Background: an optimization exercise with open tools, aiming at small area, a short achievable clock period and few clock cycles. Do not read the settings as production practice. The RTL was checked by simulation tests, not by an equivalence proof against the original design. Power figures rest on the tool's default switching activity, not on a simulated workload.

==> flow/design.v <==
module CPU(reset, clk, imem_addr, imem_data, dmem_addr, dmem_wdata, dmem_we, dmem_re, dmem_rdata);
  input reset, clk;
  output [31:0] imem_addr;
  input [31:0] imem_data;
  output [31:0] dmem_addr, dmem_wdata;
  output dmem_we, dmem_re;
  input [31:0] dmem_rdata;
  reg [31:0] pc;
  reg [31:0] e_a, e_b, e_x, e_i;
  reg        e_fa, e_fb;
  reg [4:0]  e_dst;
  reg        e_ld, e_st, e_br, e_jr, e_pred;
  reg [1:0]  e_bop;
  reg        e_bi;
  reg        e_sub, e_uns;
  reg [1:0]  e_lop;
  reg        e_left, e_arith;
  reg        e_rsum, e_rlog, e_rslt, e_rsh, e_rb;
  reg [31:0] m_res, m_sd;
  reg [4:0]  m_dst;
  reg        m_ld, m_st;
  reg [31:0] rf [1:31];
  reg [31:1] rv;
  wire [31:0] ins = imem_data;
  wire [5:0] op = ins[31:26];
  wire [5:0] fn = ins[5:0];
  wire [4:0] rs = ins[25:21], rt = ins[20:16], rd = ins[15:11];
  wire rtype  = (op == 6'h00);
  wire r_sh   = rtype & (fn == 6'h00 | fn == 6'h02 | fn == 6'h03);
  wire r_alu  = rtype & (fn[5:4] == 2'b10);
  wire r_jr   = rtype & (fn == 6'h08);
  wire r_jalr = rtype & (fn == 6'h09);
  wire i_alu  = (op[5:3] == 3'b001);
  wire i_lui  = (op == 6'h0f);
  wire i_zx   = (op == 6'h0c) | (op == 6'h0d) | (op == 6'h0e);
  wire f_ld   = (op == 6'h23);
  wire f_st   = (op == 6'h2b);
  wire f_br   = (op[5:2] == 4'b0001);
  wire f_j    = (op[5:1] == 5'b00001);
  wire f_jal  = (op == 6'h03);
  wire f_trap = (op == 6'h3f);
  wire f_jr   = r_jr | r_jalr;
  wire f_link = f_jal | r_jalr | f_trap;
  wire f_imm  = i_alu | f_ld | f_st;
  wire uses_rs = ~(f_j | f_trap | i_lui | r_sh);
  wire uses_rt = rtype | f_st | (op[5:1] == 5'b00010);
  reg [4:0] f_dst;
  always @* begin
    if (r_sh | r_alu) f_dst = rd;
    else if (i_alu | f_ld) f_dst = rt;
    else if (f_jal | r_jalr) f_dst = 5'd31;
    else if (f_trap) f_dst = 5'd26;
    else f_dst = 5'd0;
  end
  wire f_slt  = (rtype & (fn == 6'h2a | fn == 6'h2b)) | (op == 6'h0a) | (op == 6'h0b);
  wire f_uns  = rtype ? fn[0] : op[0];
  wire f_sub  = (rtype & (fn == 6'h22 | fn == 6'h23)) | f_slt;
  wire f_log  = (rtype & (fn[5:2] == 4'b1001)) | i_zx;
  wire [1:0] f_lop = rtype ? fn[1:0] : op[1:0];
  wire f_rb   = i_lui | f_link;
  wire f_rsum = ~(f_slt | f_log | r_sh | f_rb);
  wire [31:0] m_wdata = m_ld ? dmem_rdata : m_res;
  wire [31:0] rvz = {rv, 1'b0};
  wire [31:0] rf_a = rvz[rs] ? rf[rs] : 32'd0;
  wire [31:0] rf_b = rvz[rt] ? rf[rt] : 32'd0;
  wire mw_rs = (m_dst != 5'd0) && (m_dst == rs);
  wire mw_rt = (m_dst != 5'd0) && (m_dst == rt);
  wire ew_rs = (e_dst != 5'd0) && (e_dst == rs);
  wire ew_rt = (e_dst != 5'd0) && (e_dst == rt);
  wire [31:0] f_a = mw_rs ? m_wdata : rf_a;
  wire [31:0] f_b = mw_rt ? m_wdata : rf_b;
  wire [31:0] pc4 = pc + 32'd4;
  wire [6:0] lo = {1'b0, pc4[7:2]} + {1'b0, ins[5:0]};
  wire [31:0] btarget = {pc4[31:8], lo[5:0], pc4[1:0]};
  wire f_pred = f_br & (ins[15:6] == 10'h3ff) & lo[6];
  wire [31:0] immx = i_lui ? {ins[15:0], 16'd0} : {i_zx ? 16'd0 : {16{ins[15]}}, ins[15:0]};
  wire [31:0] f_i = (f_link ? pc4 : immx) ^ {32{f_sub}};
  wire [31:0] a  = e_fa ? m_res : e_a;
  wire [31:0] b  = e_fb ? m_res : e_b;
  wire [31:0] subm = {32{e_sub}};
  wire [31:0] bx = e_bi ? e_i : e_fb ? (m_res ^ subm) : (e_b ^ subm);
  wire [31:0] bi = bx;
  wire [32:0] sum = {1'b0, a} + {1'b0, bx} + {32'd0, e_sub};
  wire lt = e_uns ? ~sum[32] : ((a[31] == bx[31]) ? a[31] : sum[31]);
  reg [31:0] lres;
  always @* begin
    case (e_lop)
      2'd0: lres = a & bi;
      2'd1: lres = a | bi;
      2'd2: lres = a ^ bi;
      default: lres = ~(a | bi);
    endcase
  end
  reg [31:0] sin, shres;
  wire [31:0] srout;
  integer j;
  always @* for (j = 0; j < 32; j = j + 1) sin[j] = e_left ? b[31-j] : b[j];
  wire [63:0] sext = {{32{e_arith & b[31]}}, sin};
  assign srout = sext >> e_i[10:6];
  always @* for (j = 0; j < 32; j = j + 1) shres[j] = e_left ? srout[31-j] : srout[j];
  wire [31:0] res = ({32{e_rsum}} & sum[31:0]) | ({32{e_rlog}} & lres) |
                    ({32{e_rsh}} & shres) | ({32{e_rb}} & bi) | {31'd0, e_rslt & lt};
  wire a_zero = (a == 32'd0);
  reg cond;
  always @* begin
    case (e_bop)
      2'd0: cond = (a == b);
      2'd1: cond = (a != b);
      2'd2: cond = a[31] | a_zero;
      default: cond = ~a[31] & ~a_zero;
    endcase
  end
  wire e_redirect = e_jr | (e_br & (cond != e_pred));
  wire [31:0] e_btarget = e_x + {e_i[29:0], 2'b00};
  wire [31:0] e_target = e_jr ? a : e_pred ? e_x : e_btarget;
  wire stall = e_ld & (e_dst != 5'd0) &
               ((uses_rs & (rs == e_dst)) | (uses_rt & (rt == e_dst)));
  wire kill = e_redirect | stall;
  wire f_jrnow = f_jr & mw_rs & ~ew_rs;
  wire [31:0] jtarget = m_wdata;
  reg [31:0] fpc;
  always @* begin
    if (f_jrnow) fpc = jtarget;
    else if (f_j) fpc = {pc4[31:28], ins[25:0], 2'b00};
    else if (f_trap & ~pc[31]) fpc = 32'h80000008;
    else if (f_pred) fpc = btarget;
    else fpc = pc4;
  end
  wire [31:0] npc = e_redirect ? e_target : stall ? pc : fpc;
  always @(posedge clk or posedge reset)
    if (reset) pc <= 32'd0;
    else pc <= npc;
  always @(posedge clk or posedge reset)
    if (reset) begin
      e_dst <= 5'd0; e_ld <= 1'b0; e_st <= 1'b0; e_br <= 1'b0; e_jr <= 1'b0;
    end else if (kill) begin
      e_dst <= 5'd0; e_ld <= 1'b0; e_st <= 1'b0; e_br <= 1'b0; e_jr <= 1'b0;
    end else begin
      e_dst <= f_dst; e_ld <= f_ld; e_st <= f_st; e_br <= f_br; e_jr <= f_jr & ~f_jrnow;
    end
  always @(posedge clk) begin
    e_a <= f_a;
    e_b <= f_b;
    e_x <= pc4;
    e_fa <= ew_rs;
    e_fb <= ew_rt;
    e_pred <= f_pred;
    e_bop <= op[1:0];
    e_bi <= f_imm | f_link;
    e_i <= f_i;
    e_sub <= f_sub;
    e_uns <= f_uns;
    e_lop <= f_lop;
    e_left <= ~fn[1];
    e_arith <= fn[0];
    e_rsum <= f_rsum;
    e_rlog <= f_log;
    e_rslt <= f_slt;
    e_rsh <= r_sh;
    e_rb <= f_rb;
  end
  always @(posedge clk or posedge reset)
    if (reset) begin
      m_dst <= 5'd0; m_ld <= 1'b0; m_st <= 1'b0;
    end else begin
      m_dst <= e_dst; m_ld <= e_ld; m_st <= e_st;
    end
  always @(posedge clk) begin
    m_res <= res;
    m_sd <= b;
  end
  assign dmem_addr = m_res;
  assign dmem_wdata = m_sd;
  assign dmem_we = m_st;
  assign dmem_re = m_ld;
  assign imem_addr = pc;
  always @(posedge clk or posedge reset)
    if (reset) rv <= 31'd0;
    else if (m_dst != 5'd0) rv[m_dst] <= 1'b1;
  always @(posedge clk)
    if (m_dst != 5'd0) rf[m_dst] <= m_wdata;
endmodule
clock: 11.0 ns
lec_check: 0
cap_margin: 20
core_margin: 2
core_utilization: 40
cts_cluster_diameter: 60
cts_cluster_size: 20
slew_margin: 20
standard.sh (not shown) runs the stock make flow with config.mk's settings and CLKGATE_MAP_FILE= SYNTH_SCRIPT=/design/flow/synth_recipe.tcl, a recipe that flattens the netlist after the stock synthesis.
==> flow/flow/run.sh <==
#!/bin/bash
# The standard layout, with plain buffers (not delay cells) on the ports,
# timing repair aimed below the clock period (worst paths only), and larger
# clock-tree sink clusters. make's output goes to make.log; each ORFS step
# writes its own log under orfs/logs.
set -euo pipefail
bash standard.sh \
  "BUFFER_PORTS_ARGS=-buffer_cell sky130_fd_sc_hd__buf_2" \
  SETUP_SLACK_MARGIN=7.3 \
  TNS_END_PERCENT=5 \
  finish > make.log 2>&1
Testbench counts at the start, summed over its fixed seeds: cycles 94,493.
Edit:
--- a/flow/design.v
+++ b/flow/design.v
@@ -12,10 +12,10 @@
   reg        e_ld, e_st, e_br, e_jr, e_pred;
   reg [1:0]  e_bop;
-  reg        e_bi;
+  reg        e_bi, e_const;
   reg        e_sub, e_uns;
   reg [1:0]  e_lop;
   reg        e_left, e_arith;
   reg        e_rsum, e_rlog, e_rslt, e_rsh, e_rb;
-  reg [31:0] m_res, m_sd;
+  reg [31:0] m_res, m_sd, m_addr;
   reg [4:0]  m_dst;
   reg        m_ld, m_st;
@@ -75,5 +75,5 @@
   wire f_pred = f_br & (ins[15:6] == 10'h3ff) & lo[6];
   wire [31:0] immx = i_lui ? {ins[15:0], 16'd0} : {i_zx ? 16'd0 : {16{ins[15]}}, ins[15:0]};
-  wire [31:0] f_i = (f_link ? pc4 : immx) ^ {32{f_sub}};
+  wire [31:0] f_i = f_link ? pc4 : (immx ^ {32{op[5:1] == 5'b00101}});
   wire [31:0] a  = e_fa ? m_res : e_a;
   wire [31:0] b  = e_fb ? m_res : e_b;
@@ -117,15 +117,18 @@
                ((uses_rs & (rs == e_dst)) | (uses_rt & (rt == e_dst)));
   wire kill = e_redirect | stall;
-  wire f_jrnow = f_jr & mw_rs & ~ew_rs;
-  wire [31:0] jtarget = m_wdata;
-  reg [31:0] fpc;
-  always @* begin
-    if (f_jrnow) fpc = jtarget;
-    else if (f_j) fpc = {pc4[31:28], ins[25:0], 2'b00};
-    else if (f_trap & ~pc[31]) fpc = 32'h80000008;
-    else if (f_pred) fpc = btarget;
-    else fpc = pc4;
-  end
-  wire [31:0] npc = e_redirect ? e_target : stall ? pc : fpc;
+  wire f_jrnow = f_jr & (ew_rs ? e_const : mw_rs);
+  wire [31:0] jtarget = ew_rs ? e_i : m_wdata;
+  wire f_go   = ~e_redirect & ~stall;
+  wire f_tv   = f_trap & ~pc[31];
+  wire s_stay = ~e_redirect & stall;
+  wire s_jr   = f_go & f_jrnow;
+  wire s_j    = f_go & f_j;
+  wire s_trap = f_go & f_tv;
+  wire s_pred = f_go & f_pred;
+  wire s_seq  = f_go & ~(f_jrnow | f_j | f_tv | f_pred);
+  wire [31:0] npc = ({32{e_redirect}} & e_target) | ({32{s_stay}} & pc) |
+                    ({32{s_jr}} & jtarget) | ({32{s_j}} & {pc4[31:28], ins[25:0], 2'b00}) |
+                    ({32{s_trap}} & 32'h80000008) | ({32{s_pred}} & btarget) |
+                    ({32{s_seq}} & pc4);
   always @(posedge clk or posedge reset)
     if (reset) pc <= 32'd0;
@@ -148,4 +151,5 @@
     e_bop <= op[1:0];
     e_bi <= f_imm | f_link;
+    e_const <= (rs == 5'd0) & ((op == 6'h0d) | (op == 6'h09) | (op == 6'h08)) | i_lui;
     e_i <= f_i;
     e_sub <= f_sub;
@@ -170,5 +174,7 @@
     m_sd <= b;
   end
-  assign dmem_addr = m_res;
+  always @(posedge clk)
+    if (e_ld | e_st) m_addr <= res;
+  assign dmem_addr = m_addr;
   assign dmem_wdata = m_sd;
   assign dmem_we = m_st;
Effect: The changed run produced a clean layout; die area grows by 0.53%; design area goes up by 1.2%; setup slack got worse by 0.10 ns; global-route usage grows by 0.27 points; sequential power climbs by about 1%; core utilization goes up by 0.11 points; combinational power fell by about 4%; final cell count rose by 2.0%; hold slack is better by 0.13 ns; total power rises by 1.4%; register-to-register slack loses 0.13 ns; wire length barely changes; via count shrinks by about 0.9%.
Testbench counts after the change, summed over its fixed seeds: cycles 92,959.

job 2672:
Another version of the RTL of CPU (not shown whole).
Size in the first run: ~5400 cells after synthesis, about 1300 flip-flops, roughly 160 I/O pins, roughly 64000 um2 of cells after synthesis.
// CPU
module CPU(reset, clk, imem_addr, imem_data, dmem_addr, dmem_wdata, dmem_we, dmem_re, dmem_rdata);
  input reset, clk;
  output [31:0] imem_addr;
  input [31:0] imem_data;
  output [31:0] dmem_addr, dmem_wdata;
  output dmem_we, dmem_re;
  input [31:0] dmem_rdata;
  reg [31:0] pc;
  reg [31:0] e_a, e_b, e_x, e_i;
  reg        e_fa, e_fb;
  reg [4:0]  e_dst;
  reg        e_ld, e_st, e_br, e_jr, e_pred;
  reg [1:0]  e_bop;
  reg        e_bi, e_const;
  reg        e_sub, e_uns;
  reg [1:0]  e_lop;
  reg        e_left, e_arith;
  reg        e_rsum, e_rlog, e_rslt, e_rsh, e_rb;
  reg [31:0] m_res, m_sd;
  reg [4:0]  m_dst;
  reg        m_ld, m_st;
  reg [31:0] rf [1:31];
  reg [31:1] rv;
  wire [31:0] ins = imem_data;
  wire [5:0] op = ins[31:26];
  wire [5:0] fn = ins[5:0];
  wire [4:0] rs = ins[25:21], rt = ins[20:16], rd = ins[15:11];
  wire rtype  = (op == 6'h00);
  wire r_sh   = rtype & (fn == 6'h00 | fn == 6'h02 | fn == 6'h03);
  wire r_alu  = rtype & (fn[5:4] == 2'b10);
  wire r_jr   = rtype & (fn == 6'h08);
  wire r_jalr = rtype & (fn == 6'h09);
  wire i_alu  = (op[5:3] == 3'b001);
  wire i_lui  = (op == 6'h0f);
  wire i_zx   = (op == 6'h0c) | (op == 6'h0d) | (op == 6'h0e);
  wire f_ld   = (op == 6'h23);
  wire f_st   = (op == 6'h2b);
  wire f_br   = (op[5:2] == 4'b0001);
  wire f_j    = (op[5:1] == 5'b00001);
  wire f_jal  = (op == 6'h03);
  wire f_trap = (op == 6'h3f);
  wire f_jr   = r_jr | r_jalr;
  wire f_link = f_jal | r_jalr | f_trap;
  wire f_imm  = i_alu | f_ld | f_st;
  wire uses_rs = ~(f_j | f_trap | i_lui | r_sh);
  wire uses_rt = rtype | f_st | (op[5:1] == 5'b00010);
  reg [4:0] f_dst;
  always @* begin
    if (r_sh | r_alu) f_dst = rd;
    else if (i_alu | f_ld) f_dst = rt;
    else if (f_jal | r_jalr) f_dst = 5'd31;
    else if (f_trap) f_dst = 5'd26;
    else f_dst = 5'd0;
  end
  wire f_slt  = (rtype & (fn == 6'h2a | fn == 6'h2b)) | (op == 6'h0a) | (op == 6'h0b);
  wire f_uns  = rtype ? fn[0] : op[0];
  ...
export LEC_CHECK = 0
export CAP_MARGIN = 20
export CELL_PAD_IN_SITES_DETAIL_PLACEMENT = 2
export CELL_PAD_IN_SITES_GLOBAL_PLACEMENT = 2
export CORE_MARGIN = 2
export CORE_UTILIZATION = 40
export CTS_CLUSTER_DIAMETER = 60
export CTS_CLUSTER_SIZE = 20
export SLEW_MARGIN = 20
create_clock -name core_clock -period 11.0 [get_ports {clk}]
Scripts as last shown in full above: flow/flow/run.sh
Job 2672 did not stop at any stage, and its layout met the timing, design-rule and antenna checks.
Testbench counts of job 2672, summed over its fixed seeds: cycles 92,959.
Input changes introduced in job 1346 (baseline for comparison: job 2672):
--- a/flow/design.v
+++ b/flow/design.v
@@ -72,23 +72,24 @@
     end
   end
   wire mw_rs = (m_dst != 5'd0) && (m_dst == rs);
   wire mw_rt = (m_dst != 5'd0) && (m_dst == rt);
   wire ew_rs = (e_dst != 5'd0) && (e_dst == rs);
   wire ew_rt = (e_dst != 5'd0) && (e_dst == rt);
   wire [31:0] f_a = mw_rs ? m_wdata : rf_a;
   wire [31:0] f_b = mw_rt ? m_wdata : rf_b;
   wire [31:0] pc4 = pc + 32'd4;
   wire [6:0] lo = {1'b0, pc4[7:2]} + {1'b0, ins[5:0]};
   wire [31:0] btarget = {pc4[31:8], lo[5:0], pc4[1:0]};
-  wire f_pred = f_br & (ins[15:6] == 10'h3ff) & lo[6];
+  wire f_pred = f_br & (ins[15:6] == 10'h3ff) & lo[6] |
+                (op == 6'h05) & (ins[15:6] == 10'h000) & ~lo[6];
   wire [31:0] immx = i_lui ? {ins[15:0], 16'd0} : {i_zx ? 16'd0 : {16{ins[15]}}, ins[15:0]};
   wire [31:0] f_i = f_link ? pc4 : (immx ^ {32{op[5:1] == 5'b00101}});
   wire [31:0] a  = e_fa ? m_res : e_a;
   wire [31:0] b  = e_fb ? m_res : e_b;
   wire [31:0] subm = {32{e_sub}};
   wire [31:0] bx = e_bi ? e_i : e_fb ? (m_res ^ subm) : (e_b ^ subm);
   wire [31:0] bi = bx;
   wire [32:0] sum = {1'b0, a} + {1'b0, bx} + {32'd0, e_sub};
   wire lt = e_uns ? ~sum[32] : ((a[31] == bx[31]) ? a[31] : sum[31]);
   reg [31:0] lres;
   always @* begin
Findings:
Job 1346 has completed all stages; timing, DRC and antenna checks passed. Comparing job 1346 and job 2672, clock buffer instance count of the final layout is lower on job 1346. As far as site row count goes, job 2672 and job 1346 are indistinguishable; the numbers are identical. Changes observed in job 1346 relative to job 2672: worst hold slack now sits higher, met2 global-route usage now sits lower, sequential share of cell area now sits higher, simple-gate area share of the yosys netlist now sits at about the same level, portion of total power attributed to the clock network now sits higher.
Testbench counts of job 1346, summed over its fixed seeds: cycles 91,835.

[port drivers added, routing unchanged]
No port has a modelled driver above. Below, the same layouts with a new extraction and two added sets of constraints.
Step 1 assumes that a clkbuf_16 drives the clock port and a buf_2 every other input.
Step 2 adds t to the input delays and takes it off the output delays; t is the mean of the earliest and latest rising clock arrival at the registers after step 1. Input paths then give back, and output paths get back, about the clock's delay inside the block.
a / b / c = ideal ports / drivers / drivers and shift; a / b = the first two.
| run | shift t [ns] | setup WS [ns] | worst register clock-pin slew, ns | cell pins on the clock port's net |
|---|---|---|---|---|
| the first run of note 1 | 0.856 | 6.745 / 6.684 / 5.828 | 0.09 / 0.09 | 1 |
| the second run of note 1 | 0.842 | 6.642 / 6.640 / 5.798 | 0.08 / 0.08 | 1 |
| job 2672 | 0.908 | 6.871 / 6.829 / 5.993 | 0.09 / 0.09 | 1 |
| job 1346 | 0.895 | 6.644 / 6.713 / 5.818 | 0.09 / 0.09 | 1 |
After both steps every run listed still meets setup and hold. The setup slack of the first run of note 1, which loses most, moves by -0.061 ns with the drivers and by -0.917 ns with both steps.
